Background: an optimization exercise with open tools, aiming at small area and a short achievable clock period. Do not read the settings as production practice.
Where RTL was checked, it was by simulation tests only, not by an equivalence proof against the original.
The RTL of runs 2 to 5 was laid out without a check of its function.
Power and IR drop assume default switching activity.

## flow/design.v (module list and top-level ports; edited modules follow where they fit)
// module BF_stgX: 87 lines
// module tw_rom6: 71 lines
// module tw_rom4: 71 lines
// module tw_mul: 2663 lines
// module ftrans_II: 39 lines
// module ftrans1: 18 lines
// module fft: 66 lines
module fft
(
	input iclk,
	input rst_n,
	input                    ien,
	input [6-1:0] iaddr,
	input [18-1:0]  iReal,
	input [18-1:0]  iImag,
	output                    oen,
	output [6-1:0] oaddr,
	output [18-1:0]  oReal,
	output [18-1:0]  oImag
);
  // ...
==> flow/flow/run.sh <==
#!/bin/bash
# The standard layout (standard.sh) with two changes to how it is made:
# - the port buffers are plain buffers (buf_4) instead of the cell that
#   buffer_ports picks by default;
# - timing repair aims for 7.4 ns of setup slack at the design's 11 ns clock,
#   so that it works on paths the standard margin leaves alone.
set -euo pipefail
export BUFFER_PORTS_ARGS="-buffer_cell sky130_fd_sc_hd__buf_4"
export SETUP_SLACK_MARGIN=7.4
bash standard.sh > standard.log 2>&1
==> flow/standard.sh <==
#!/bin/bash
# synth_recipe.tcl (not shown) runs the flow's synth.tcl, then flattens the netlist and writes it again
# the make line also repeats each setting of config.mk as NAME=value (left out here)
make -C /OpenROAD-flow-scripts/flow DESIGN_CONFIG=/design/flow/config.mk WORK_HOME=/design/flow/orfs CLKGATE_MAP_FILE= SYNTH_SCRIPT=/design/flow/synth_recipe.tcl "${@:-finish}"
==> flow/config.mk <==
export PLATFORM = sky130hd
export DESIGN_NAME = fft
export DESIGN_NICKNAME = fft
export VERILOG_FILES = /design/flow/design.v
export SDC_FILE = /design/flow/constraint.sdc
export NUM_CORES = 4
export LEC_CHECK = 0
export CAP_MARGIN = 20
export CORE_MARGIN = 2
export CORE_UTILIZATION = 60
export CTS_CLUSTER_DIAMETER = 60
export CTS_CLUSTER_SIZE = 26
export SLEW_MARGIN = 20
==> flow/constraint.sdc <==
create_clock -name core_clock -period 11.0 [get_ports {iclk}]
set_input_delay 2.2000 -clock core_clock [delete_from_list [all_inputs] [get_ports {iclk}]]
set_output_delay 2.2000 -clock core_clock [all_outputs]
set_load 0.01 [all_outputs]
==> flow_metrics.py, run 1 <==
metrics = {
    "status": {
        "status": "no timing/DRC/antenna violations",
    },
    "floorplanning": {
        "num_io_pins": 88,
        "fp.dieH_um": 507.9,
        "fp.dieArea_um2": 258000,
    },
    "drt": {
        "antenna_left": 0,
        "drt_pre_antenna_iters": 7,
        "wl_met3_mm": 38.40,
        "wirelength_mm": 433.5,
    },
    "worst_setup_path": {
        "cp_slowest_stage_delay_ps": 530,
        "end_kind": "flop",
        "crit_cells": 17,
    },
    "pwr": {
        "seqPwrFrac": 0.346,
        "leakagePower_uw": 0.07304,
        "pwr-share-comb": 0.494,
        "powerComb_uw": 25200,
        "powerClk_uw": 8190,
        "ir_drop_mv": 0.2713,
    },
    "cells_and_area": {
        "final_cells": 17750,
        "ff_latch_area_um2": 66160,
        "largest-register": "bf6.dl",
        "multi_input_area_um2": 78950,
        "clock_area_frac": 0.04146,
    },
    "synthesis": {
        "synth_compound_area_frac": 0.1234,
        "yosysUniqueCellTypes": 103,
        "synth_top_cell_area_share": 0.4298,
    },
    "job": {
        "maxCapViolations": 0,
    },
    "sta": {
        "holdWs_ps": 284.8,
    },
    "global_routing": {
        "grt_antenna_before_repair": 14,
        "grt_pass1_vias": 106300,
        "grt.met2_usage": 0.5408,
    },
    "placement": {
        "gp_congestion": 0.9661,
    },
    "clock_network": {
        "htree_levels": 4,
    },
}
==> module ftrans_II, before the edit <==
module ftrans_II
#( parameter STG = 6 )
(
	input iclk,
	input rst_n,
	input             ien,
	input  [5:0]      iaddr,
	input  [5:0]      iaddr_nxt,
	input  [35:0]     idata,
	output reg        oen,
	output reg [3:0]  oaddr,
	output     [35:0] odata
);
reg [5:0] tj;
always @(posedge iclk) tj <= (rst_n ? iaddr_nxt : 6'h3f) + 1'b1;
wire [53:0] dig_w;
generate
	if (STG == 6) begin : g6
		tw_rom6 rom (.j(tj), .dig(dig_w));
	end else begin : g4
		tw_rom4 rom (.j(tj), .dig(dig_w));
	end
endgenerate
reg [53:0] dig;
always @(posedge iclk) dig <= dig_w;
tw_mul mul (
	.iclk(iclk),
	.xr(idata[35:18]), .xi(idata[17:0]),
	.dig(dig),
	.odata(odata));
reg        en_q;
reg [3:0]  addr_q;
always @(posedge iclk) begin
	addr_q <= iaddr[3:0];
	en_q   <= rst_n & ien;
	oaddr  <= addr_q;
	oen    <= rst_n & en_q;
end
endmodule
==> inputs of run 2 (changes only) <==
--- a/flow/design.v
+++ b/flow/design.v
@@ -1490,85 +1490,87 @@
 wire tR_635 = tR_566 ^ tR_567 ^ qR_30_3;
 wire tR_636 = (tR_566 & tR_567) | (tR_566 & qR_30_3) | (tR_567 & qR_30_3);
 wire tR_637 = tR_568 ^ tR_569 ^ qR_31_3;
 wire tR_638 = (tR_568 & tR_569) | (tR_568 & qR_31_3) | (tR_569 & qR_31_3);
 wire tR_639 = tR_570 ^ tR_571 ^ qR_32_3;
 wire tR_640 = (tR_570 & tR_571) | (tR_570 & qR_32_3) | (tR_571 & qR_32_3);
 wire tR_641 = tR_572 ^ tR_573 ^ qR_33_3;
 wire tR_642 = (tR_572 & tR_573) | (tR_572 & qR_33_3) | (tR_573 & qR_33_3);
-wire [33:0] sR, cR;
-assign sR[0] = tR_575;
-assign cR[0] = qR_0_3;
-assign sR[1] = tR_576;
-assign cR[1] = tR_577;
-assign sR[2] = tR_578;
-assign cR[2] = tR_579;
-assign sR[3] = tR_580;
-assign cR[3] = tR_581;
-assign sR[4] = tR_582;
-assign cR[4] = tR_583;
-assign sR[5] = tR_584;
-assign cR[5] = tR_585;
-assign sR[6] = tR_586;
-assign cR[6] = tR_587;
-assign sR[7] = tR_588;
-assign cR[7] = tR_589;
-assign sR[8] = tR_590;
-assign cR[8] = tR_591;
-assign sR[9] = tR_592;
-assign cR[9] = tR_593;
-assign sR[10] = tR_594;
-assign cR[10] = tR_595;
-assign sR[11] = tR_596;
-assign cR[11] = tR_597;
-assign sR[12] = tR_598;
-assign cR[12] = tR_599;
-assign sR[13] = tR_600;
-assign cR[13] = tR_601;
-assign sR[14] = tR_602;
-assign cR[14] = tR_603;
-assign sR[15] = tR_604;
-assign cR[15] = tR_605;
-assign sR[16] = tR_606;
-assign cR[16] = tR_607;
-assign sR[17] = tR_608;
-assign cR[17] = tR_609;
-assign sR[18] = tR_610;
-assign cR[18] = tR_611;
-assign sR[19] = tR_612;
-assign cR[19] = tR_613;
-assign sR[20] = tR_614;
-assign cR[20] = tR_615;
-assign sR[21] = tR_616;
-assign cR[21] = tR_617;
-assign sR[22] = tR_618;
-assign cR[22] = tR_619;
-assign sR[23] = tR_620;
-assign cR[23] = tR_621;
-assign sR[24] = tR_622;
-assign cR[24] = tR_623;
-assign sR[25] = tR_624;
-assign cR[25] = tR_625;
-assign sR[26] = tR_626;
-assign cR[26] = tR_627;
-assign sR[27] = tR_628;
-assign cR[27] = tR_629;
-assign sR[28] = tR_630;
-assign cR[28] = tR_631;
-assign sR[29] = tR_632;
-assign cR[29] = tR_633;
-assign sR[30] = tR_634;
-assign cR[30] = tR_635;
-assign sR[31] = tR_636;
-assign cR[31] = tR_637;
-assign sR[32] = tR_638;
-assign cR[32] = tR_639;
-assign sR[33] = tR_640;
-assign cR[33] = tR_641;
+reg [33:0] sR, cR;
+always @(posedge iclk) begin
+	sR[0] <= tR_575;
+	cR[0] <= qR_0_3;
+	sR[1] <= tR_576;
+	cR[1] <= tR_577;
+	sR[2] <= tR_578;
+	cR[2] <= tR_579;
+	sR[3] <= tR_580;
+	cR[3] <= tR_581;
+	sR[4] <= tR_582;
+	cR[4] <= tR_583;
+	sR[5] <= tR_584;
+	cR[5] <= tR_585;
+	sR[6] <= tR_586;
+	cR[6] <= tR_587;
+	sR[7] <= tR_588;
+	cR[7] <= tR_589;
+	sR[8] <= tR_590;
+	cR[8] <= tR_591;
+	sR[9] <= tR_592;
+	cR[9] <= tR_593;
+	sR[10] <= tR_594;
+	cR[10] <= tR_595;
+	sR[11] <= tR_596;
+	cR[11] <= tR_597;
+	sR[12] <= tR_598;
+	cR[12] <= tR_599;
+	sR[13] <= tR_600;
+	cR[13] <= tR_601;
+	sR[14] <= tR_602;
+	cR[14] <= tR_603;
+	sR[15] <= tR_604;
+	cR[15] <= tR_605;
+	sR[16] <= tR_606;
+	cR[16] <= tR_607;
+	sR[17] <= tR_608;
+	cR[17] <= tR_609;
+	sR[18] <= tR_610;
+	cR[18] <= tR_611;
+	sR[19] <= tR_612;
+	cR[19] <= tR_613;
+	sR[20] <= tR_614;
+	cR[20] <= tR_615;
+	sR[21] <= tR_616;
+	cR[21] <= tR_617;
+	sR[22] <= tR_618;
+	cR[22] <= tR_619;
+	sR[23] <= tR_620;
+	cR[23] <= tR_621;
+	sR[24] <= tR_622;
+	cR[24] <= tR_623;
+	sR[25] <= tR_624;
+	cR[25] <= tR_625;
+	sR[26] <= tR_626;
+	cR[26] <= tR_627;
+	sR[27] <= tR_628;
+	cR[27] <= tR_629;
+	sR[28] <= tR_630;
+	cR[28] <= tR_631;
+	sR[29] <= tR_632;
+	cR[29] <= tR_633;
+	sR[30] <= tR_634;
+	cR[30] <= tR_635;
+	sR[31] <= tR_636;
+	cR[31] <= tR_637;
+	sR[32] <= tR_638;
+	cR[32] <= tR_639;
+	sR[33] <= tR_640;
+	cR[33] <= tR_641;
+end
 wire [33:0] pR = sR + cR;
 wire pI0_0_0 = (oc[0] & xr[0]) ^ nc[0];
 wire pI0_0_1 = ((oc[0] & xr[1]) | (tc[0] & xr[0])) ^ nc[0];
 wire pI0_0_2 = ((oc[0] & xr[2]) | (tc[0] & xr[1])) ^ nc[0];
 wire pI0_0_3 = ((oc[0] & xr[3]) | (tc[0] & xr[2])) ^ nc[0];
 wire pI0_0_4 = ((oc[0] & xr[4]) | (tc[0] & xr[3])) ^ nc[0];
 wire pI0_0_5 = ((oc[0] & xr[5]) | (tc[0] & xr[4])) ^ nc[0];
 wire pI0_0_6 = ((oc[0] & xr[6]) | (tc[0] & xr[5])) ^ nc[0];
@@ -2814,85 +2816,87 @@
 wire tI_635 = tI_566 ^ tI_567 ^ qI_30_3;
 wire tI_636 = (tI_566 & tI_567) | (tI_566 & qI_30_3) | (tI_567 & qI_30_3);
 wire tI_637 = tI_568 ^ tI_569 ^ qI_31_3;
 wire tI_638 = (tI_568 & tI_569) | (tI_568 & qI_31_3) | (tI_569 & qI_31_3);
 wire tI_639 = tI_570 ^ tI_571 ^ qI_32_3;
 wire tI_640 = (tI_570 & tI_571) | (tI_570 & qI_32_3) | (tI_571 & qI_32_3);
 wire tI_641 = tI_572 ^ tI_573 ^ qI_33_3;
 wire tI_642 = (tI_572 & tI_573) | (tI_572 & qI_33_3) | (tI_573 & qI_33_3);
-wire [33:0] sI, cI;
-assign sI[0] = tI_575;
-assign cI[0] = qI_0_3;
-assign sI[1] = tI_576;
-assign cI[1] = tI_577;
-assign sI[2] = tI_578;
-assign cI[2] = tI_579;
-assign sI[3] = tI_580;
-assign cI[3] = tI_581;
-assign sI[4] = tI_582;
-assign cI[4] = tI_583;
-assign sI[5] = tI_584;
-assign cI[5] = tI_585;
-assign sI[6] = tI_586;
-assign cI[6] = tI_587;
-assign sI[7] = tI_588;
-assign cI[7] = tI_589;
-assign sI[8] = tI_590;
-assign cI[8] = tI_591;
-assign sI[9] = tI_592;
-assign cI[9] = tI_593;
-assign sI[10] = tI_594;
-assign cI[10] = tI_595;
-assign sI[11] = tI_596;
-assign cI[11] = tI_597;
-assign sI[12] = tI_598;
-assign cI[12] = tI_599;
-assign sI[13] = tI_600;
-assign cI[13] = tI_601;
-assign sI[14] = tI_602;
-assign cI[14] = tI_603;
-assign sI[15] = tI_604;
-assign cI[15] = tI_605;
-assign sI[16] = tI_606;
-assign cI[16] = tI_607;
-assign sI[17] = tI_608;
-assign cI[17] = tI_609;
-assign sI[18] = tI_610;
-assign cI[18] = tI_611;
-assign sI[19] = tI_612;
-assign cI[19] = tI_613;
-assign sI[20] = tI_614;
-assign cI[20] = tI_615;
-assign sI[21] = tI_616;
-assign cI[21] = tI_617;
-assign sI[22] = tI_618;
-assign cI[22] = tI_619;
-assign sI[23] = tI_620;
-assign cI[23] = tI_621;
-assign sI[24] = tI_622;
-assign cI[24] = tI_623;
-assign sI[25] = tI_624;
-assign cI[25] = tI_625;
-assign sI[26] = tI_626;
-assign cI[26] = tI_627;
-assign sI[27] = tI_628;
-assign cI[27] = tI_629;
-assign sI[28] = tI_630;
-assign cI[28] = tI_631;
-assign sI[29] = tI_632;
-assign cI[29] = tI_633;
-assign sI[30] = tI_634;
-assign cI[30] = tI_635;
-assign sI[31] = tI_636;
-assign cI[31] = tI_637;
-assign sI[32] = tI_638;
-assign cI[32] = tI_639;
-assign sI[33] = tI_640;
-assign cI[33] = tI_641;
+reg [33:0] sI, cI;
+always @(posedge iclk) begin
+	sI[0] <= tI_575;
+	cI[0] <= qI_0_3;
+	sI[1] <= tI_576;
+	cI[1] <= tI_577;
+	sI[2] <= tI_578;
+	cI[2] <= tI_579;
+	sI[3] <= tI_580;
+	cI[3] <= tI_581;
+	sI[4] <= tI_582;
+	cI[4] <= tI_583;
+	sI[5] <= tI_584;
+	cI[5] <= tI_585;
+	sI[6] <= tI_586;
+	cI[6] <= tI_587;
+	sI[7] <= tI_588;
+	cI[7] <= tI_589;
+	sI[8] <= tI_590;
+	cI[8] <= tI_591;
+	sI[9] <= tI_592;
+	cI[9] <= tI_593;
+	sI[10] <= tI_594;
+	cI[10] <= tI_595;
+	sI[11] <= tI_596;
+	cI[11] <= tI_597;
+	sI[12] <= tI_598;
+	cI[12] <= tI_599;
+	sI[13] <= tI_600;
+	cI[13] <= tI_601;
+	sI[14] <= tI_602;
+	cI[14] <= tI_603;
+	sI[15] <= tI_604;
+	cI[15] <= tI_605;
+	sI[16] <= tI_606;
+	cI[16] <= tI_607;
+	sI[17] <= tI_608;
+	cI[17] <= tI_609;
+	sI[18] <= tI_610;
+	cI[18] <= tI_611;
+	sI[19] <= tI_612;
+	cI[19] <= tI_613;
+	sI[20] <= tI_614;
+	cI[20] <= tI_615;
+	sI[21] <= tI_616;
+	cI[21] <= tI_617;
+	sI[22] <= tI_618;
+	cI[22] <= tI_619;
+	sI[23] <= tI_620;
+	cI[23] <= tI_621;
+	sI[24] <= tI_622;
+	cI[24] <= tI_623;
+	sI[25] <= tI_624;
+	cI[25] <= tI_625;
+	sI[26] <= tI_626;
+	cI[26] <= tI_627;
+	sI[27] <= tI_628;
+	cI[27] <= tI_629;
+	sI[28] <= tI_630;
+	cI[28] <= tI_631;
+	sI[29] <= tI_632;
+	cI[29] <= tI_633;
+	sI[30] <= tI_634;
+	cI[30] <= tI_635;
+	sI[31] <= tI_636;
+	cI[31] <= tI_637;
+	sI[32] <= tI_638;
+	cI[32] <= tI_639;
+	sI[33] <= tI_640;
+	cI[33] <= tI_641;
+end
 wire [33:0] pI = sI + cI;
 always @(posedge iclk) odata <= {pR[33:16], pI[33:16]};
 endmodule
 `timescale 1ns/100ps
 module ftrans_II
 #( parameter STG = 6 )
 (
 	input iclk,
@@ -2917,23 +2921,25 @@
 endgenerate
 reg [53:0] dig;
 always @(posedge iclk) dig <= dig_w;
 tw_mul mul (
 	.iclk(iclk),
 	.xr(idata[35:18]), .xi(idata[17:0]),
 	.dig(dig),
 	.odata(odata));
-reg        en_q;
-reg [3:0]  addr_q;
+reg        en_q, en_q2;
+reg [3:0]  addr_q, addr_q2;
 always @(posedge iclk) begin
-	addr_q <= iaddr[3:0];
-	en_q   <= rst_n & ien;
-	oaddr  <= addr_q;
-	oen    <= rst_n & en_q;
+	addr_q  <= iaddr[3:0];
+	en_q    <= rst_n & ien;
+	addr_q2 <= addr_q;
+	en_q2   <= rst_n & en_q;
+	oaddr   <= addr_q2;
+	oen     <= rst_n & en_q2;
 end
 endmodule
 `timescale 1ns/100ps
 module ftrans1
 (
 	input                     ien,
 	input  [6-1:0] iaddr,
 	input  [36-1:0]  idata,
==> flow/flow/run.sh (replaced) <==
#!/bin/bash
# The standard layout (standard.sh) with two changes to how it is made:
# - the port buffers are plain buffers (buf_4) instead of the cell that
#   buffer_ports picks by default;
# - timing repair aims for 7.6 ns of setup slack at the design's 11 ns clock,
#   so that it works on paths the standard margin leaves alone.
set -euo pipefail
export BUFFER_PORTS_ARGS="-buffer_cell sky130_fd_sc_hd__buf_4"
export SETUP_SLACK_MARGIN=7.6
bash standard.sh > standard.log 2>&1
==> flow/config.mk (replaced) <==
export PLATFORM = sky130hd
export DESIGN_NAME = fft
export DESIGN_NICKNAME = fft
export VERILOG_FILES = /design/flow/design.v
export SDC_FILE = /design/flow/constraint.sdc
export NUM_CORES = 4
export LEC_CHECK = 0
export CAP_MARGIN = 20
export CORE_MARGIN = 2
export CORE_UTILIZATION = 40
export CTS_CLUSTER_DIAMETER = 60
export CTS_CLUSTER_SIZE = 26
export SLEW_MARGIN = 20
==> run 2 against run 1 <==
Compared with the run above:
- combinational power shrank 9.9%
- non-clock buffer count rose by 184
- final cell count is 14% higher
- final area grew 8.5%
- clock-buffer cell count grew 53
- register-to-register slack improved by 190 ps
- wire length grew 3.1%
- largest power group unchanged
==> flow_metrics.py, run 2 <==
metrics = {
    "status": {
        "status": "no timing/DRC/antenna violations",
    },
    "hold_path": {
        "hold_path.class": "flop to flop",
        "holdPathStages": 0,
    },
    "synthesis": {
        "ys.flop_type": "dfxtp_1",
        "synth-warning-count": 12,
        "yosysUniqueCellTypes": 88,
        "synthTopCellsByArea": "dfxtp_1 (45%), fa_1 (14%), ha_1 (5.7%)",
        "synthTopCellsByCount": "dfxtp_1 (3,551), inv_1 (1,240), nand2_1 (1,175), fa_1 (1,132), xnor2_1 (967)",
        "netlist_area_um2": 157500,
        "synth.avg_cell_area_um2": 10.62,
        "yosysTopAreaCell": "dfxtp_1",
        "synth-seq-cells": 3567,
        "synth_edf_count": 16,
        "syn_inst": 14840,
        "synth_nets": 16730,
        "ys_seq_area_frac": 0.4543,
        "async_flop_share": 0,
        "synth_top_cell_area_share": 0.4513,
        "synth_most_common_cell": "dfxtp_1",
    },
    "sta": {
        "timing.final.crit_period_ps": 3663,
        "rsz0062_at_grt": "true",
        "setup_viol_count_final": 0,
        "maxSlewViolCount": 0,
        "fmax_mhz": 273.0,
        "tightestPinTransition_ps": 1425,
        "fin_crit_sh": 0.3330,
        "hold_viol": 0,
        "relSlewSlack": 0.04329,
        "tns_ps": 0,
        "fin_worst_skew_ps": 105.5,
    },
    "worst_setup_path": {
        "arrival_ps": 1460,
        "cp_cell_sequence": "buf_6",
        "cp_max_fo": 1,
        "worst-path-buf-inv": 1,
        "end_kind": "primary output",
        "cp_slowest_stage_delay_ps": 370,
        "crit_required_ps": 8800,
        "worstRegToRegCells": 10,
        "critical-path-top-delay-family": "flip-flops",
        "worstSetupPathType": "flop to primary output",
        "cp_slowest_cell": "dfxtp_2",
        "start_kind": "flop",
        "crit_cells": 1,
    },
    "global_routing": {
        "grt_pass1_wl_mm": 643.1,
        "grtUsageTotal": 0.2104,
        "grt_antenna_before_repair": 18,
        "overflow": 0,
        "grt_pass1_vias": 102500,
        "grt_max_degree": 75,
    },
    "floorplanning": {
        "num_io_pins": 88,
        "fp.dieH_um": 631.6,
        "die_w_um": 631.6,
        "initial_core_util": 0.4016,
        "core_um2": 392200,
        "rows": 230,
        "fp.dieArea_um2": 398900,
    },
    "clock_network": {
        "clock_path_buffers": 4,
        "root_buffer": "clkbuf_16",
        "clock_latency_ps": 1010,
        "cts_tree": "yes",
        "holdBufCountCts": 0,
        "clk_transition_reported_paths_ps": 80,
        "htree_levels": 4,
        "cts_buffers": 240,
        "clock-sinks": 3567,
    },
    "cells_and_area": {
        "largest_reg_flops": 1152,
        "area_delta_synth_final_pct": 14.27,
        "layout_common_cells": "dfxtp_1 (3,402), inv_1 (1,227), nand2_1 (1,153)",
        "final_common_cell": "dfxtp_1",
        "drive_above_1_share": 0.1138,
        "utilization": 0.4589,
        "largest-register": "bf6.dl",
        "fin_nets": 16630,
        "reg_top3": "bf6.dl x1152, bf5.dl x576, bf4.dl x288",
    },
    "drt": {
        "antenna_left": 0,
        "drt_iter0_markers": 10480,
        "route.detailed.wl_per_inst_um": 22.13,
        "vias": 106000,
        "drt_pre_antenna_iters": 7,
        "via_per_inst": 5.249,
        "wirelength_mm": 446.9,
        "drc": 0,
    },
    "job": {
        "maxCapViolations": 0,
    },
    "pwr": {
        "p_switching_uw": 20530,
        "p_sw_frac": 0.3960,
        "seqPwrFrac": 0.370,
        "p_clk_frac": 0.192,
        "leakagePower_uw": 0.07778,
        "p_int_uw": 31310,
        "pwr-share-comb": 0.438,
        "power.density_nw_per_um2": 288.0,
        "ir_drop_mv": 0.1940,
    },
    "placement": {
        "gp_congestion": 0.9239,
        "hpwlAfterDp_mm": 280.3,
        "portBuffers": 87,
    },
}
==> run 2: changes by cell type in the layout (fill, tap and decap cells not counted), moves of 27 or more <==
| cell | delta |
|---|---|
| dfxtp_1 | +233 |
| inv_1 | -171 |
| clkbuf_16 | +85 |
| xor2_1 | -76 |
| buf_12 | +67 |
| diode_2 | +44 |
| buf_4 | +40 |
| dfxtp_4 | +38 |
| o21ai_0 | -37 |
| nor2_1 | +35 |
| mux2i_1 | -33 |
| nand3b_1 | +27 |
==> run 2: final timing paths <==
path / slack, ps / startpoint / endpoint
worst min-delay path: 280 / bf2.dl[0] / bf2.dl[36]
worst max register to register: 7450 / tw4.dig[37] / tw4.mul.qR_12_3
worst max-delay path: 7340 / bf1.odata[0] / oImag[0]
worst min register to register: 280 / bf2.dl[0] / bf2.dl[36]
==> run 2: metrics by stage <==
stage               instance area [um2]  setup slack, ps  cells  power, uW  hold WS, ps
floorplan                        157700             7551  14840      33640        309.6
global placement                 162800             6443  19410      39770        309.6
detailed placement               162800             6385  19410      40190        312.1
CTS                              175500             7287  19950      50950        240.9
global route                     180000             7308  20170      55390        256.8
finish                           180000             7337  20190      51840        282.2
==> run 2: per-layer routing <==
layer,GRT usage,part of all wire,up-vias
li1,-,-,48540
met1,0.2737,0.41,51110
met2,0.3351,0.44,4820
met3,0.03759,0.087,1511
met4,0.1084,0.068,8
met5,0,0.00026,-
==> run 2: power by group through the flow <==
stage                     Combinational (uW)  Clock, uW  Sequential [uW]
after global routing                   25100      10700            19600
final                                  22700       9950            19200
after floorplan                        15100          0            18600
after detailed placement               20800          0            19400
after CTS                              21600      10200            19100
after global placement                 20500          0            19300
==> run 2: cell families (layout without fill, tap and decap cells) <==
kind of cell / after synthesis / in the layout / synth area share
compound gates: 2922 / 2922 / 0.1192
xor+xnor: 1390 / 1390 / 0.07728
fa+ha+maj: 1852 / 1852 / 0.2010
buf+inv: 2173 / 2253 / 0.05179
flops: 3567 / 3567 / 0.4543
mux: 260 / 260 / 0.01865
other cells: 0 / 53 / 0
simple gates: 2672 / 2674 / 0.07775
==> run 2: area by class of cell <==
cell class	instances	area [um2]
Fill cell	35930	212200
Multi-Input combinational cell	9098	79760
Sequential cell	3567	71920
Timing Repair Buffer	573	7949
Tap cell	5220	6531
Clock buffer	260	6232
Inverter	1251	4730
Clock inverter	168	2751
Antenna cell	53	132.6
Timing Repair inverter	1	7.507
==> run 2: what timing repair did <==
item                       CTS  global route
setup endpoints to repair  391           250
gates resized for setup    596           491
buffers inserted            87           134
pin swaps                   28           147
gates cloned                23            55
==> inputs of run 3 (changes only) <==
--- a/flow/config.mk
+++ b/flow/config.mk
@@ -7,7 +7,7 @@
 export LEC_CHECK = 0
 export CAP_MARGIN = 20
 export CORE_MARGIN = 2
-export CORE_UTILIZATION = 40
+export CORE_UTILIZATION = 60
 export CTS_CLUSTER_DIAMETER = 60
 export CTS_CLUSTER_SIZE = 26
 export SLEW_MARGIN = 20
==> run 3 against run 2 <==
Compared with the run above:
- still clean
- worst hold slack improved by 1.6 ps
- sequential cell count unchanged
- die area decreased by 33%
- sequential share of layout area increased by 0.67 points
- final area decreased by 1.6%
- sequential power about the same
- clock power decreased by 6.3%
- worst setup slack improved by 53 ps
- non-clock buffer count unchanged
- critical endpoint is now oaddr[2]
- largest cell class unchanged
- largest power group unchanged
- highest routed layer unchanged
==> flow_metrics.py, run 3 <==
metrics = {
    "status": {
        "status": "no timing/DRC/antenna violations",
    },
    "pwr": {
        "ir_drop_mv": 0.2436,
        "p_total_uw": 51470,
        "power.density_nw_per_um2": 290.7,
        "leakagePower_uw": 0.07747,
    },
    "cells_and_area": {
        "drive_above_1_share": 0.1137,
        "layout_common_cells": "dfxtp_1 (3,398), inv_1 (1,222), nand2_1 (1,151)",
        "largest_reg_flops": 1152,
        "final_common_cell": "dfxtp_1",
        "post-route-cell-area_um2": 177100,
        "fillers": 19550,
        "fin_nets": 16610,
        "reg_top3": "bf6.dl x1152, bf5.dl x576, bf4.dl x288",
        "area_delta_synth_final_pct": 12.40,
        "largest-register": "bf6.dl",
        "final_cells": 18380,
    },
    "drt": {
        "drt_iter0_markers": 10670,
        "antenna_left": 0,
        "drc": 0,
        "wirelength_mm": 467.2,
        "drt_pre_antenna_iters": 10,
        "via_per_inst": 5.909,
        "vias": 108600,
        "route.detailed.wl_per_inst_um": 25.42,
    },
    "sta": {
        "hold_viol": 0,
        "tns_ps": 0,
        "timing.final.crit_period_ps": 3610,
        "fmax_mhz": 277.0,
        "rsz0062_at_grt": "true",
        "relSlewSlack": 0.1052,
        "fin_crit_sh": 0.3282,
        "maxSlewViolCount": 0,
        "fin_worst_skew_ps": 76.19,
        "setup_viol_count_final": 0,
        "holdWs_ps": 283.8,
        "tightestPinTransition_ps": 1333,
    },
    "worst_setup_path": {
        "arrival_ps": 1410,
        "r2r_end": "tw4.mul.qR_16_3",
        "start_kind": "flop",
        "cp_slowest_stage_delay_ps": 370,
        "end_kind": "primary output",
        "worst-path-buf-inv": 1,
        "startpoint": "bf1.oaddr[3]",
        "critical-path-top-delay-family": "flip-flops",
        "r2r_slack_ps": 7490,
        "cp_cell_sequence": "buf_6",
        "worstSetupPathType": "flop to primary output",
        "crit_required_ps": 8800,
        "cp_max_fo": 4,
        "r2r_start": "tw4.dig[37]",
        "worstRegToRegCells": 12,
        "cp_slowest_cell": "dfxtp_4",
    },
    "synthesis": {
        "synth_fa_ha_area_frac": 0.2010,
        "yosysTopAreaCell": "dfxtp_1",
        "syn_inst": 14840,
        "ys_seq_area_frac": 0.4543,
        "synth_top_cell_area_share": 0.4513,
        "synth-simple-area-share": 0.07775,
        "synth.avg_cell_area_um2": 10.62,
        "async_flop_share": 0,
        "synth_mux_area_frac": 0.01865,
        "synthTopCellsByCount": "dfxtp_1 (3,551), inv_1 (1,240), nand2_1 (1,175), fa_1 (1,132), xnor2_1 (967)",
        "synth-warning-count": 12,
        "synth_compound_area_frac": 0.1192,
        "synth_most_common_cell": "dfxtp_1",
        "synth_top_family_by_area": "adder cells",
        "synth_edf_count": 16,
        "synthTopCellsByArea": "dfxtp_1 (45%), fa_1 (14%), ha_1 (5.7%)",
        "yosysUniqueCellTypes": 88,
        "synth_xor_area_frac": 0.07728,
        "synth-seq-cells": 3567,
        "netlist_area_um2": 157500,
        "synth_nets": 16730,
        "ys.flop_type": "dfxtp_1",
    },
    "global_routing": {
        "grt_max_degree": 89,
        "grt_pass1_wl_mm": 670.7,
        "grt_pass1_vias": 109300,
        "grt_antenna_before_repair": 27,
        "overflow": 0,
        "grtUsageTotal": 0.3317,
    },
    "clock_network": {
        "cts_buffers": 223,
        "clock-sinks": 3567,
        "clock_latency_ps": 970,
        "cts_tree": "yes",
        "root_buffer": "clkbuf_16",
        "htree_levels": 4,
        "clock_path_buffers": 4,
        "clk_transition_reported_paths_ps": 90,
    },
    "placement": {
        "hpwlAfterDp_mm": 294.0,
        "placed_area_um2": 160700,
        "gp_congestion": 0.9892,
        "portBuffers": 87,
        "dp.cells": 17700,
    },
    "floorplanning": {
        "fp.dieArea_um2": 266700,
        "fp.dieH_um": 516.4,
        "initial_core_util": 0.6017,
        "die_w_um": 516.4,
        "core_um2": 261800,
        "rows": 188,
        "num_io_pins": 88,
    },
    "job": {
        "maxCapViolations": 0,
    },
    "hold_path": {
        "hold_path.class": "flop to flop",
        "holdCritStartpoint": "bf6.dl[1059]",
        "min_to": "bf6.dl[1095]",
        "holdPathStages": 0,
    },
}
[run 3: cell type report]
cell class,instances,area (um2),area share
inverters,1251,4720,0.02665
diodes,5,12.51,0.00007066
clock inverters,127,2202,0.01244
flip-flops and latches,3567,71940,0.4063
repair buffers,573,8010,0.04524
well taps,3515,4398,0.02484
multi-input cells,9098,80040,0.4520
clock buffers,245,5756,0.03250
[run 3: what timing repair did]
item | in CTS | in global routing
hold endpoints to repair | 0 | 0
pin swaps | 37 | 159
endpoints found under the setup margin | 398 | 251
cloned | 36 | 50
gates resized for setup | 617 | 506
hold buffers | 0 | 0
setup buffers | 99 | 118
[run 3: logic make-up (layout without fill, tap and decap cells)]
family / Yosys count / after routing
flip-flops: 3567 / 3567
XOR/XNOR: 1390 / 1390
AO/OA/AOI/OAI: 2922 / 2922
multiplexers: 260 / 260
other: 0 / 5
adder cells (fa/ha/maj): 1852 / 1852
buffers and inverters: 2173 / 2196
AND/OR/NAND/NOR: 2672 / 2674
[run 3: worst max-delay path by stage]
stage	endpoint	slack, ps	cells past startpoint
6_report	oaddr[2]	7390	1
5_1_grt	oaddr[2]	7330	1
4_1_cts	oaddr[2]	7320	1
3_5_place_dp	tw4.mul.qR_21_3	6400	12
3_3_place_gp	tw4.mul.qR_21_3	6450	12
2_1_floorplan	tw6.mul.qI_17_3	7550	11
[run 3: per-layer routing]
metal | track usage | vias up | routed length [um]
met2 | 0.5390 | 5540 | 210700
met5 | 0 | - | 274
met4 | 0.2012 | 24 | 36800
li1 | - | 48380 | -
met3 | 0.06379 | 1939 | 43250
met1 | 0.4098 | 52730 | 176200
[run 3: where the power goes]
| part | switching [uW] | leakage (uW) | total, uW | internal (uW) |
|---|---|---|---|---|
| clock network | 4990 | 0.00382 | 9320 | 4330 |
| registers | 2030 | 0.0299 | 19300 | 17300 |
| logic | 13600 | 0.0437 | 22900 | 9300 |
[run 3: stage by stage]
stage	setup WS, ps	util
floorplan	7551	-
global placement	6454	0.6137
detailed placement	6398	0.6138
CTS	7319	0.6609
global route	7334	0.6763
finish	7390	0.6763
==> inputs of run 4 (changes only) <==
==> flow/flow/run.sh (replaced) <==
#!/bin/bash
# The standard layout (standard.sh) with two changes to how it is made:
# - the port buffers are plain buffers (buf_4) instead of the cell that
#   buffer_ports picks by default;
# - timing repair aims for 7.45 ns of setup slack at the design's 11 ns clock,
#   so that it works on paths the standard margin leaves alone.
set -euo pipefail
export BUFFER_PORTS_ARGS="-buffer_cell sky130_fd_sc_hd__buf_4"
export SETUP_SLACK_MARGIN=7.45
bash standard.sh > standard.log 2>&1
==> run 4 against run 3 <==
Compared with the run above:
- final area fell by 2.3%
- core utilization shrank 1.6 points
- total power down 2.6%
- clock power decreased by 5.7%
- sequential power hardly changed
- register-to-register slack got worse by 60 ps
- largest cell class unchanged
==> flow_metrics.py, run 4 <==
metrics = {
    "cells_and_area": {
        "post-route-cell-area_um2": 173000,
        "fin_nets": 16470,
        "fillers": 20120,
        "reg_top3": "bf6.dl x1152, bf5.dl x576, bf4.dl x288",
        "largest_reg_flops": 1152,
        "ff_latch_area_um2": 71830,
        "multi_input_area_um2": 79000,
        "area_delta_synth_final_pct": 9.792,
        "final_common_cell": "dfxtp_1",
        "largest-register": "bf6.dl",
        "utilization": 0.6606,
        "layout_common_cells": "dfxtp_1 (3,430), inv_1 (1,234), nand2_1 (1,155)",
        "drive_above_1_share": 0.08982,
    },
    "global_routing": {
        "grt_max_degree": 81,
        "grt_pass1_vias": 107000,
        "grt_pass1_wl_mm": 652.8,
        "grtUsageTotal": 0.3214,
        "overflow": 0,
        "grt_antenna_before_repair": 19,
    },
    "placement": {
        "gp_congestion": 1.000,
        "placed_area_um2": 160700,
        "hpwlAfterDp_mm": 293.9,
        "place_ws_ps": 6524,
        "portBuffers": 87,
    },
    "synthesis": {
        "synth_nets": 16730,
        "synth_xor_area_frac": 0.07728,
        "synth_most_common_cell": "dfxtp_1",
        "synthTopCellsByCount": "dfxtp_1 (3,551), inv_1 (1,240), nand2_1 (1,175), fa_1 (1,132), xnor2_1 (967)",
        "ys_seq_area_frac": 0.4543,
        "synth_edf_count": 16,
        "syn_inst": 14840,
        "synth_fa_ha_area_frac": 0.2010,
        "netlist_area_um2": 157500,
        "synth_compound_area_frac": 0.1192,
        "synth.avg_cell_area_um2": 10.62,
        "async_flop_share": 0,
        "ys.flop_type": "dfxtp_1",
        "yosysTopAreaCell": "dfxtp_1",
        "synth-simple-area-share": 0.07775,
        "yosysUniqueCellTypes": 88,
        "synth_top_family_by_area": "adder cells",
        "synth_top_cell_area_share": 0.4513,
        "synth-warning-count": 12,
        "synth-seq-cells": 3567,
        "synthTopCellsByArea": "dfxtp_1 (45%), fa_1 (14%), ha_1 (5.7%)",
        "synth_mux_area_frac": 0.01865,
    },
    "worst_setup_path": {
        "r2r_start": "tw4.dig[37]",
        "cp_cell_sequence": "buf_6",
        "start_kind": "flop",
        "arrival_ps": 1390,
        "critical-path-top-delay-family": "flip-flops",
        "cp_slowest_stage_delay_ps": 360,
        "crit_required_ps": 8800,
        "cp_max_fo": 2,
        "worstSetupPathType": "flop to primary output",
        "end_kind": "primary output",
        "cp_slowest_cell": "dfxtp_2",
        "r2r_slack_ps": 7430,
        "worst-path-buf-inv": 1,
        "worstRegToRegCells": 11,
        "r2r_end": "tw4.mul.qR_18_3",
    },
    "floorplanning": {
        "fp.dieH_um": 516.4,
        "rows": 188,
        "die_w_um": 516.4,
        "initial_core_util": 0.6017,
        "fp.dieArea_um2": 266700,
        "num_io_pins": 88,
        "core_um2": 261800,
    },
    "pwr": {
        "ir_drop_mv": 0.2137,
        "power.density_nw_per_um2": 289.8,
        "p_total_uw": 50120,
        "leakagePower_uw": 0.07571,
    },
    "drt": {
        "drt_iter0_markers": 10340,
        "antenna_left": 0,
        "via_per_inst": 5.861,
        "drc": 0,
        "route.detailed.wl_per_inst_um": 24.46,
        "vias": 106900,
        "drt_pre_antenna_iters": 9,
        "wirelength_mm": 446.0,
    },
    "status": {
        "status": "no timing/DRC/antenna violations",
    },
    "sta": {
        "finalWorstSetupSlack_ps": 7405,
        "relSlewSlack": 0.07132,
        "fin_crit_sh": 0.3268,
        "hold_viol": 0,
        "fmax_mhz": 278.2,
        "maxSlewViolCount": 0,
        "tns_ps": 0,
        "timing.final.crit_period_ps": 3595,
        "setup_viol_count_final": 0,
        "fin_worst_skew_ps": 67.66,
        "rsz0062_at_grt": "true",
        "tightestPinTransition_ps": 1383,
    },
    "clock_network": {
        "clock_path_buffers": 4,
        "htree_levels": 4,
        "cts_buffers": 215,
        "clock_latency_ps": 930,
        "clock-sinks": 3567,
        "cts_tree": "yes",
        "root_buffer": "clkbuf_16",
        "holdBufCountCts": 0,
        "clk_transition_reported_paths_ps": 90,
    },
    "hold_path": {
        "holdCritStartpoint": "bf5.dl[342]",
        "min_to": "bf5.dl[378]",
        "holdPathStages": 0,
        "hold_path.class": "flop to flop",
    },
    "job": {
        "maxCapViolations": 0,
    },
}
run 4: cell counts after synthesis:
Identical to the previous run, type by type.
run 4: layer usage:
metal,wire length (um),vias up,global-route usage
li1,-,48090,-
met1,176700,51900,0.4169
met2,197400,5236,0.5106
met3,40650,1648,0.06231
met4,31100,10,0.1695
met5,140,-,0
run 4: power breakdown:
part	total [uW]	internal [uW]	switching [uW]
combinational	22100	8920	13200
sequential	19200	17300	1970
clock	8790	4070	4730
run 4: worst max-delay path by stage:
stage	startpoint	cells past startpoint	endpoint
2_1_floorplan	tw6.dig[11]	11	tw6.mul.qI_17_3
3_3_place_gp	tw4.dig[49]	10	tw4.mul.qR_14_3
3_5_place_dp	tw4.dig[49]	10	tw4.mul.qR_14_3
4_1_cts	bf3.odata[33]	10	tw4.mul.qR_18_3
5_1_grt	bf1.oaddr[0]	1	oaddr[5]
6_report	bf1.oaddr[0]	1	oaddr[5]
run 4: logic make-up (layout without fill, tap and decap cells):
group | count (synthesis) | after routing
AND/OR/NAND/NOR | 2672 | 2674
AO/OA/AOI/OAI | 2922 | 2922
other | 0 | 13
adder cells (fa/ha/maj) | 1852 | 1852
XOR/XNOR | 1390 | 1390
flip-flops | 3567 | 3567
buffers and inverters | 2173 | 2043
multiplexers | 260 | 260
run 4: area by class of cell:
| cell class | count | share of cell area |
|---|---|---|
| Antenna cell | 13 | 0.0001881 |
| Clock buffer | 238 | 0.03276 |
| Clock inverter | 115 | 0.009933 |
| Inverter | 1251 | 0.02730 |
| Multi-Input combinational cell | 9098 | 0.4568 |
| Sequential cell | 3567 | 0.4153 |
| Tap cell | 3515 | 0.02543 |
| Timing Repair Buffer | 439 | 0.03228 |
run 4: timing repair:
item	CTS	global route
gates resized for setup	360	394
endpoints found under the setup margin	344	232
endpoints found under the hold margin	0	0
buffers inserted	45	79
cloned	10	32
pin swaps	7	49
run 4: metrics by stage:
stage                     std cells  hold slack (ps)
after floorplan               14840            309.6
after CTS                     18110            269.5
after detailed placement      17700            312.1
final                         18240            296.1
after global placement        17700            309.5
after global routing          18230            275.0
==> inputs of run 5 (changes only) <==
--- a/flow/config.mk
+++ b/flow/config.mk
@@ -8,6 +8,6 @@
 export CAP_MARGIN = 20
 export CORE_MARGIN = 2
 export CORE_UTILIZATION = 60
-export CTS_CLUSTER_DIAMETER = 60
-export CTS_CLUSTER_SIZE = 26
+export CTS_CLUSTER_DIAMETER = 40
+export CTS_CLUSTER_SIZE = 32
 export SLEW_MARGIN = 20
==> run 5 against run 4 <==
Compared with the run above:
- still clean on timing, DRC and antenna
- critical path depth is 9 higher
- die area unchanged
- combinational power about the same
- register-to-register slack hardly changed
- sequential cell count stayed put
- total power increased by 9.2%
==> flow_metrics.py, run 5 <==
metrics = {
    "status": {
        "status": "no timing/DRC/antenna violations",
    },
    "drt": {
        "wirelength_mm": 448.1,
        "antenna_left": 0,
        "drt_pre_antenna_iters": 7,
        "drc": 0,
        "vias": 108100,
        "route.detailed.wl_per_inst_um": 24.15,
        "via_per_inst": 5.829,
        "drt_iter0_markers": 10430,
    },
    "placement": {
        "dp.cells": 17700,
        "gp_congestion": 1.000,
        "portBuffers": 87,
        "hpwlAfterDp_mm": 293.9,
    },
    "global_routing": {
        "grtUsageTotal": 0.3264,
        "grt_max_degree": 81,
        "grt_antenna_before_repair": 24,
        "overflow": 0,
        "grt_pass1_wl_mm": 663.5,
        "grt_pass1_vias": 109600,
    },
    "clock_network": {
        "clock_latency_ps": 980,
        "clk_transition_reported_paths_ps": 70,
        "cts_buffers": 382,
        "root_buffer": "clkbuf_16",
        "clock-sinks": 3567,
        "htree_levels": 5,
        "clock_path_buffers": 4,
        "cts_tree": "yes",
    },
    "floorplanning": {
        "core_um2": 261800,
        "die_w_um": 516.4,
        "fp.dieH_um": 516.4,
        "initial_core_util": 0.6017,
        "rows": 188,
        "num_io_pins": 88,
        "fp.dieArea_um2": 266700,
    },
    "sta": {
        "relSlewSlack": 0.3343,
        "fmax_mhz": 279.8,
        "fin_worst_skew_ps": 76.74,
        "tightestPinTransition_ps": 988.1,
        "setup_viol_count_final": 0,
        "hold_viol": 0,
        "rsz0062_at_grt": "true",
        "fin_crit_sh": 0.3249,
        "timing.final.crit_period_ps": 3574,
        "maxSlewViolCount": 0,
        "tns_ps": 0,
    },
    "cells_and_area": {
        "utilization": 0.6811,
        "reg_top3": "bf6.dl x1152, bf5.dl x576, bf4.dl x288",
        "fin_nets": 16590,
        "drive_above_1_share": 0.1058,
        "layout_common_cells": "dfxtp_1 (3,436), inv_1 (1,237), nand2_1 (1,157)",
        "area_delta_synth_final_pct": 13.20,
        "fillers": 19540,
        "final_cells": 18550,
        "final_common_cell": "dfxtp_1",
        "largest-register": "bf6.dl",
        "largest_reg_flops": 1152,
    },
    "synthesis": {
        "ys_seq_area_frac": 0.4543,
        "yosysTopAreaCell": "dfxtp_1",
        "synth-warning-count": 12,
        "synth_edf_count": 16,
        "async_flop_share": 0,
        "netlist_area_um2": 157500,
        "ys.flop_type": "dfxtp_1",
        "synthTopCellsByCount": "dfxtp_1 (3,551), inv_1 (1,240), nand2_1 (1,175), fa_1 (1,132), xnor2_1 (967)",
        "yosysUniqueCellTypes": 88,
        "synth_nets": 16730,
        "syn_inst": 14840,
        "synthTopCellsByArea": "dfxtp_1 (45%), fa_1 (14%), ha_1 (5.7%)",
        "synth_most_common_cell": "dfxtp_1",
        "synth-seq-cells": 3567,
        "synth_top_cell_area_share": 0.4513,
        "synth.avg_cell_area_um2": 10.62,
    },
    "worst_setup_path": {
        "worstSetupPathType": "flop to flop",
        "crit_required_ps": 11800,
        "start_kind": "flop",
        "cp_max_fo": 15,
        "arrival_ps": 4380,
        "end_kind": "flop",
    },
    "pwr": {
        "leakagePower_uw": 0.07834,
        "ir_drop_mv": 0.2531,
        "power.density_nw_per_um2": 306.9,
    },
    "hold_path": {
        "hold_path.class": "flop to flop",
    },
    "job": {
        "maxCapViolations": 0,
    },
}
-- run 5: cell counts after synthesis --
No cell type changed its count.
-- run 5: worst max-delay path, cell delays in order, from the launching register on --
cell and delay [ps]:
dfxtp_1 310, buf_4 320, and2_2 400, a21oi_2 120
xnor2_1 410, ha_1 320, inv_1 90, fa_1 430
fa_1 490, inv_1 60, fa_1 480
-- run 5: what timing repair did --
item	4_1_cts	5_1_grt
gates resized for setup	334	316
setup buffers	39	55
cloned	11	19
pin swaps	7	27
hold buffers	0	0
endpoints found under the hold margin	0	0
endpoints found under the setup margin	336	205
-- run 5: cell type report --
class	count	area, um2	share of cell area
Multi-Input combinational cell	9098	78730	0.4415
Inverter	1251	4722	0.02648
Clock buffer	419	9963	0.05587
Tap cell	3515	4398	0.02466
Antenna cell	12	30.03	0.0001684
Sequential cell	3567	71800	0.4027
Clock inverter	292	3731	0.02092
Timing Repair Buffer	397	4949	0.02775
-- run 5: report_power, final --
group | internal, uW | switching, uW | leakage [uW]
Clock | 7410 | 6040 | 0.00661
Sequential | 17300 | 1980 | 0.0299
Combinational | 8890 | 13100 | 0.0418
-- run 5: routing by layer --
layer	vias to the layer above	routed length, um	GRT usage	part of all wire
met3	1721	39650	0.06323	0.088
met5	-	86	0	0.00019
met1	52410	176700	0.4204	0.39
met4	14	30040	0.1761	0.067
met2	5387	201500	0.5201	0.45
li1	48590	-	-	-
-- run 5: worst paths after layout --
| check | slack, ps | cells after the start | endpoint | from |
|---|---|---|---|---|
| min | 280 | 0 | bf3.dl[140] | bf3.dl[104] |
| min reg2reg | 280 | 0 | bf3.dl[140] | bf3.dl[104] |
| max | 7430 | 10 | tw4.mul.qI_10_3 | bf3.odata[25] |
| max reg2reg | 7430 | 10 | tw4.mul.qI_10_3 | bf3.odata[25] |
-- run 5: stage by stage --
step                      hold slack (ps)  power [uW]  instance area [um2]  worst slack (ps)
final                               281.2       54730               178300              7426
after global placement              309.5       39650               160700              6594
after floorplan                     309.6       33630               157600              7389
after CTS                           273.7       54190               176200              7333
after global routing                269.7       58040               178300              7293
after detailed placement            312.1       40340               160700              6524
-- run 5: logic make-up (layout without fill, tap and decap cells) --
family	after synthesis	count (layout)	synth area share
flops	3567	3567	0.4543
compound gates	2922	2922	0.1192
simple gates	2672	2674	0.07775
buf+inv	2173	2359	0.05179
fa+ha+maj	1852	1852	0.2010
xor+xnor	1390	1390	0.07728
mux	260	260	0.01865
other cells	0	12	0

[afterwards: timing with drivers on the ports]
How much do the figures lean on ideal ports? The routed layouts below were timed once more, with nothing changed but the port constraints.
Step 1 sets driving cells, clkbuf_16 on the clock port and buf_2 on the other inputs (assumed; they add their load-dependent delay and slew).
Step 2 also shifts input and output timing later by t, the mid clock arrival at the registers, as if the neighbouring blocks saw the same clock.
Slacks: no drivers / after step 1 / after step 2; pairs: no drivers / after step 1.
run | shift t [ns] | setup WS [ns] | worst hold slack (ns) | worst setup path at the end | worst register clock-pin slew, ns
run 1 | 0.984 | 7.260 / 7.260 / 6.499 | 0.285 / 0.285 / 0.285 | input to register | 0.10 / 0.10
run 2 | 1.072 | 7.337 / 7.221 / 6.817 | 0.282 / 0.282 / 0.282 | input to register | 0.10 / 0.10
run 3 | 1.055 | 7.390 / 7.276 / 7.087 | 0.284 / 0.284 / 0.284 | input to register | 0.10 / 0.10
run 4 | 1.000 | 7.405 / 7.303 / 7.065 | 0.296 / 0.296 / 0.296 | input to register | 0.10 / 0.10
run 5 | 1.036 | 7.426 / 7.334 / 7.027 | 0.281 / 0.281 / 0.281 | input to register | 0.09 / 0.09
After both steps every run listed still meets setup and hold. The setup slack of run 1, which loses most, moves by 0.000 ns with the drivers and by -0.761 ns with both steps.
